Source: an optimization exercise on an open RTL-to-GDS flow (aim: small area). Production flows keep margins and buffers that such runs may drop. Function was checked by simulation only, so behaviour that the tests miss may differ from the original. Power is estimated from default activity; no workload was simulated.

Design CPS_v3, start of the top module:
module CPS_v3
(	 
	input wire  			rst_i, clk_i,
	output reg  			vld_mem_o,
	input wire [383:0] 	doutb_bram12_i,
	input wire 				vld_i,
	input wire 				en_read_i,
	output reg 				rdy_o,
	output reg [6:0] 		addrb_bram12_o,
	input 					empty_i,
	output reg 				full_o,
	output reg 				wea_bram3_o,
	output reg [6:0] 		addra_bram3_o,
	output wire [383:0] 	dina_bram3_o,
	input [26:0] 			element_struct,
	input 					video_ACK_i);
	reg						read;
	reg						full_counter, start_counter;
	reg						write_counter;
	reg [127:0]				W, Y, Z;
	always @(negedge clk_i or posedge rst_i)
	begin
		if(rst_i)
		begin
			addrb_bram12_o	<= 0;
			rdy_o			<= 1'b1;
			read			<= 0;
		end
		else if( video_ACK_i )
		begin
			if( en_read_i )
			begin
				if( vld_i )
				begin
					rdy_o			<= 0;
					addrb_bram12_o	<= 0;
					read			<= 1'b1;
				end
				else
				begin
					rdy_o	<= 1'b1;
					if( addrb_bram12_o != 7'd127 )
						addrb_bram12_o	<= addrb_bram12_o + 1'b1;
					else
						read	<= 0;
				end
			end
			else
			begin
				addrb_bram12_o	<= 0;
				rdy_o			<= 1'b1;
				read			<= 1'b0;
			end
		end
	end
	wire [389:0] prow  = {3'b000, doutb_bram12_i, 3'b000};
	wire [389:0] prown = ~prow;
	wire [26:0]  e_n   = ~element_struct;
	wire c2   = (element_struct[8:0]  == 9'd0);
	wire c12  = (element_struct[17:0] == 18'd0);
	wire c012 = (element_struct       == 27'd0);
	wire load = read && addrb_bram12_o != 7'd0 && addrb_bram12_o != 7'd127;
	wire ld_n  = ~(video_ACK_i & load);
	wire hold  = ~video_ACK_i;
	wire clr   = video_ACK_i & ~load;
	wire w_clr = clr & c2;
	wire y_clr = clr & c12;
	wire z_clr = clr & c012;
	wire [127:0] W_d, Y_d, Z_d;
	genvar g;
	generate
		for (g = 0; g < 128; g = g + 1)
		begin : col
			CPS_v3_col #(.EDGE(g == 0 ? 1 : g == 127 ? 2 : 0)) u_col (
				.p(prow[3*g+8:3*g]), .pn(prown[3*g+8:3*g]),
				.e(element_struct), .en(e_n),
				.ld_n(ld_n), .hold(hold),
				.w(W[g]), .w_clr(w_clr),
				.y(Y[g]), .y_clr(y_clr),
				.z(Z[g]), .z_clr(z_clr),
				.w_d(W_d[g]), .y_d(Y_d[g]), .z_d(Z_d[g]));
		end
	endgenerate
	always @(posedge clk_i or posedge rst_i)
	begin
		if(rst_i)
			write_counter	<= 0;
		else if( video_ACK_i )
  ...
Size: about 7,100 cells after synthesis, roughly 820 I/O pins, ~45,000 sq um of cells after synthesis.
export LEC_CHECK = 0
export CAP_MARGIN = 20
export CELL_PAD_IN_SITES_DETAIL_PLACEMENT = 1
export CELL_PAD_IN_SITES_GLOBAL_PLACEMENT = 1
export CORE_MARGIN = 2
export CORE_UTILIZATION = 30
export CTS_BUF_LIST = sky130_fd_sc_hd__clkbuf_8
export CTS_CLUSTER_DIAMETER = 80
export CTS_CLUSTER_SIZE = 14
export PLACE_DENSITY = 0.5
export SLEW_MARGIN = 20
export SYNTH_HIERARCHICAL = 1
export SYNTH_MINIMUM_KEEP_SIZE = 0
create_clock -name core_clock -period 10.0 [get_ports {clk_i}]
standard.sh (not shown) runs the stock make flow with config.mk's settings and CLKGATE_MAP_FILE= SYNTH_SCRIPT=/design/flow/synth_recipe.tcl, a recipe that flattens the netlist after the stock synthesis.
==> flow/flow/run.sh <==
#!/bin/bash
# Standard ORFS layout, except:
#  - the column matcher CPS_v3_col is read as a hand-mapped gate-level module
#    (flow/col_gates.v, same function as the RTL module) instead of being
#    mapped by ABC; all registers stay in the top module and go through the
#    standard synthesis unchanged;
#  - the port buffers that global placement puts on every input and output
#    use the smallest buffer cell (buf_1);
set -euo pipefail
python3 flow/swap_col.py design.v flow/col_gates.v design_mapped.v > swap_col.log 2>&1
export BUFFER_PORTS_ARGS="-buffer_cell sky130_fd_sc_hd__buf_1"
export CTS_ARGS="-sink_clustering_enable -repair_clock_nets -buf_list sky130_fd_sc_hd__clkbuf_8 -sink_clustering_size 14 -sink_clustering_max_diameter 80 -dont_use_dummy_load"
bash standard.sh VERILOG_FILES="$PWD/design_mapped.v" finish > standard_flow.log 2>&1
Other scripts of this flow, unchanged in this note and not shown: flow/flow/col_gates.v, flow/flow/swap_col.py
The starting point completed without violations.
Then changed:
==> flow/flow/run.sh (replaced) <==
#!/bin/bash
# Standard ORFS layout, except:
#  - the column matcher CPS_v3_col is read as a hand-mapped gate-level module
#    (flow/col_gates.v, same function as the RTL module) instead of being
#    mapped by ABC; all registers stay in the top module and go through the
#    standard synthesis unchanged;
#  - the port buffers that global placement puts on every input and output
#    use the smallest buffer cell (buf_1).
set -euo pipefail
python3 flow/swap_col.py design.v flow/col_gates.v design_mapped.v > swap_col.log 2>&1
export BUFFER_PORTS_ARGS="-buffer_cell sky130_fd_sc_hd__buf_1"
bash standard.sh VERILOG_FILES="$PWD/design_mapped.v" finish > standard_flow.log 2>&1
CAP_MARGIN = 10   (was 20)
CORE_UTILIZATION = 35   (was 30)
CTS_CLUSTER_DIAMETER = 70   (was 80)
CTS_CLUSTER_SIZE = 12   (was 14)
PLACE_DENSITY = 0.55   (was 0.5)
SLEW_MARGIN = 10   (was 20)
- clock power grows by 48%
- worst hold slack improved by 0.015 ns
- total power grows by 12%
Then changed:
--- a/flow/flow/run.sh
+++ b/flow/flow/run.sh
@@ -6,7 +6,8 @@
 #    standard synthesis unchanged;
 #  - the port buffers that global placement puts on every input and output
-#    use the smallest buffer cell (buf_1).
+#    use the smallest buffer cell (buf_1);
 set -euo pipefail
 python3 flow/swap_col.py design.v flow/col_gates.v design_mapped.v > swap_col.log 2>&1
 export BUFFER_PORTS_ARGS="-buffer_cell sky130_fd_sc_hd__buf_1"
+export CTS_ARGS="-sink_clustering_enable -repair_clock_nets -buf_list sky130_fd_sc_hd__clkbuf_8 -sink_clustering_size 14 -sink_clustering_max_diameter 80 -dont_use_dummy_load"
 bash standard.sh VERILOG_FILES="$PWD/design_mapped.v" finish > standard_flow.log 2>&1
CORE_UTILIZATION = 40   (was 35)
CTS_CLUSTER_DIAMETER = 80   (was 70)
CTS_CLUSTER_SIZE = 14   (was 12)
PLACE_DENSITY = 0.6   (was 0.55)
=> The changed run ran to the end with no violations; setup slack barely changes; register-to-register slack got worse by 0.05 ns; clock-buffer cell count went down by 33; synthesized cell count is unchanged; via count went up slightly; die area went down by roughly a tenth; total power went down by roughly a tenth; global-route usage went up by 4.5 points; final cell count went down by a few percent.
Then changed:
CORE_UTILIZATION = 35   (was 40)
PLACE_DENSITY = 0.55   (was 0.6)
Register-to-register slack improved by 0.07 ns.
Sequential share of layout area is lower by 0.14 points.
Power rises by 1.2%.
Setup slack is worse by 0.025 ns.
Count of clock-buffer cells in the layout goes up by 3.
First-iteration DRC count came out lower by about 8%.
Via count is lower by 1.2%.
Wire length went up by about 4.3%.
Clock power went up by about 3%.
Then changed:
--- a/flow/flow/run.sh
+++ b/flow/flow/run.sh
@@ -10,4 +10,4 @@
 python3 flow/swap_col.py design.v flow/col_gates.v design_mapped.v > swap_col.log 2>&1
 export BUFFER_PORTS_ARGS="-buffer_cell sky130_fd_sc_hd__buf_1"
-export CTS_ARGS="-sink_clustering_enable -repair_clock_nets -buf_list sky130_fd_sc_hd__clkbuf_8 -sink_clustering_size 14 -sink_clustering_max_diameter 80 -dont_use_dummy_load"
+export CTS_ARGS="-sink_clustering_enable -repair_clock_nets -buf_list sky130_fd_sc_hd__clkbuf_8 -sink_clustering_size 16 -sink_clustering_max_diameter 90 -dont_use_dummy_load"
 bash standard.sh VERILOG_FILES="$PWD/design_mapped.v" finish > standard_flow.log 2>&1
CAP_MARGIN = 20   (was 10)
CORE_UTILIZATION = 30   (was 35)
CTS_CLUSTER_DIAMETER = 90   (was 80)
CTS_CLUSTER_SIZE = 16   (was 14)
PLACE_DENSITY = 0.5   (was 0.55)
SLEW_MARGIN = 20   (was 10)
After rerunning: Setup slack degrades by 0.0059 ns; cell area climbs by 0.62%; global-route usage came out lower by 5.3 points; total power stays flat.
Then changed:
==> flow/flow/run.sh (replaced) <==
#!/bin/bash
# Standard ORFS layout, except:
#  - the column matcher CPS_v3_col is read as a hand-mapped gate-level module
#    (flow/col_gates.v, same function as the RTL module) instead of being
#    mapped by ABC; all registers stay in the top module and go through the
#    standard synthesis unchanged;
#  - the port buffers that global placement puts on every input and output
#    use the smallest buffer cell (buf_1).
set -euo pipefail
python3 flow/swap_col.py design.v flow/col_gates.v design_mapped.v > swap_col.log 2>&1
export BUFFER_PORTS_ARGS="-buffer_cell sky130_fd_sc_hd__buf_1"
bash standard.sh VERILOG_FILES="$PWD/design_mapped.v" finish > standard_flow.log 2>&1
CTS_CLUSTER_DIAMETER = 80   (was 90)
CTS_CLUSTER_SIZE = 14   (was 16)
Result:
- hold slack improves by 0.0042 ns
- synthesized area is unchanged
- global-route usage is about the same
- combinational power is about the same
- register-to-register slack improved by 0.09 ns
- setup slack degrades by 0.040 ns
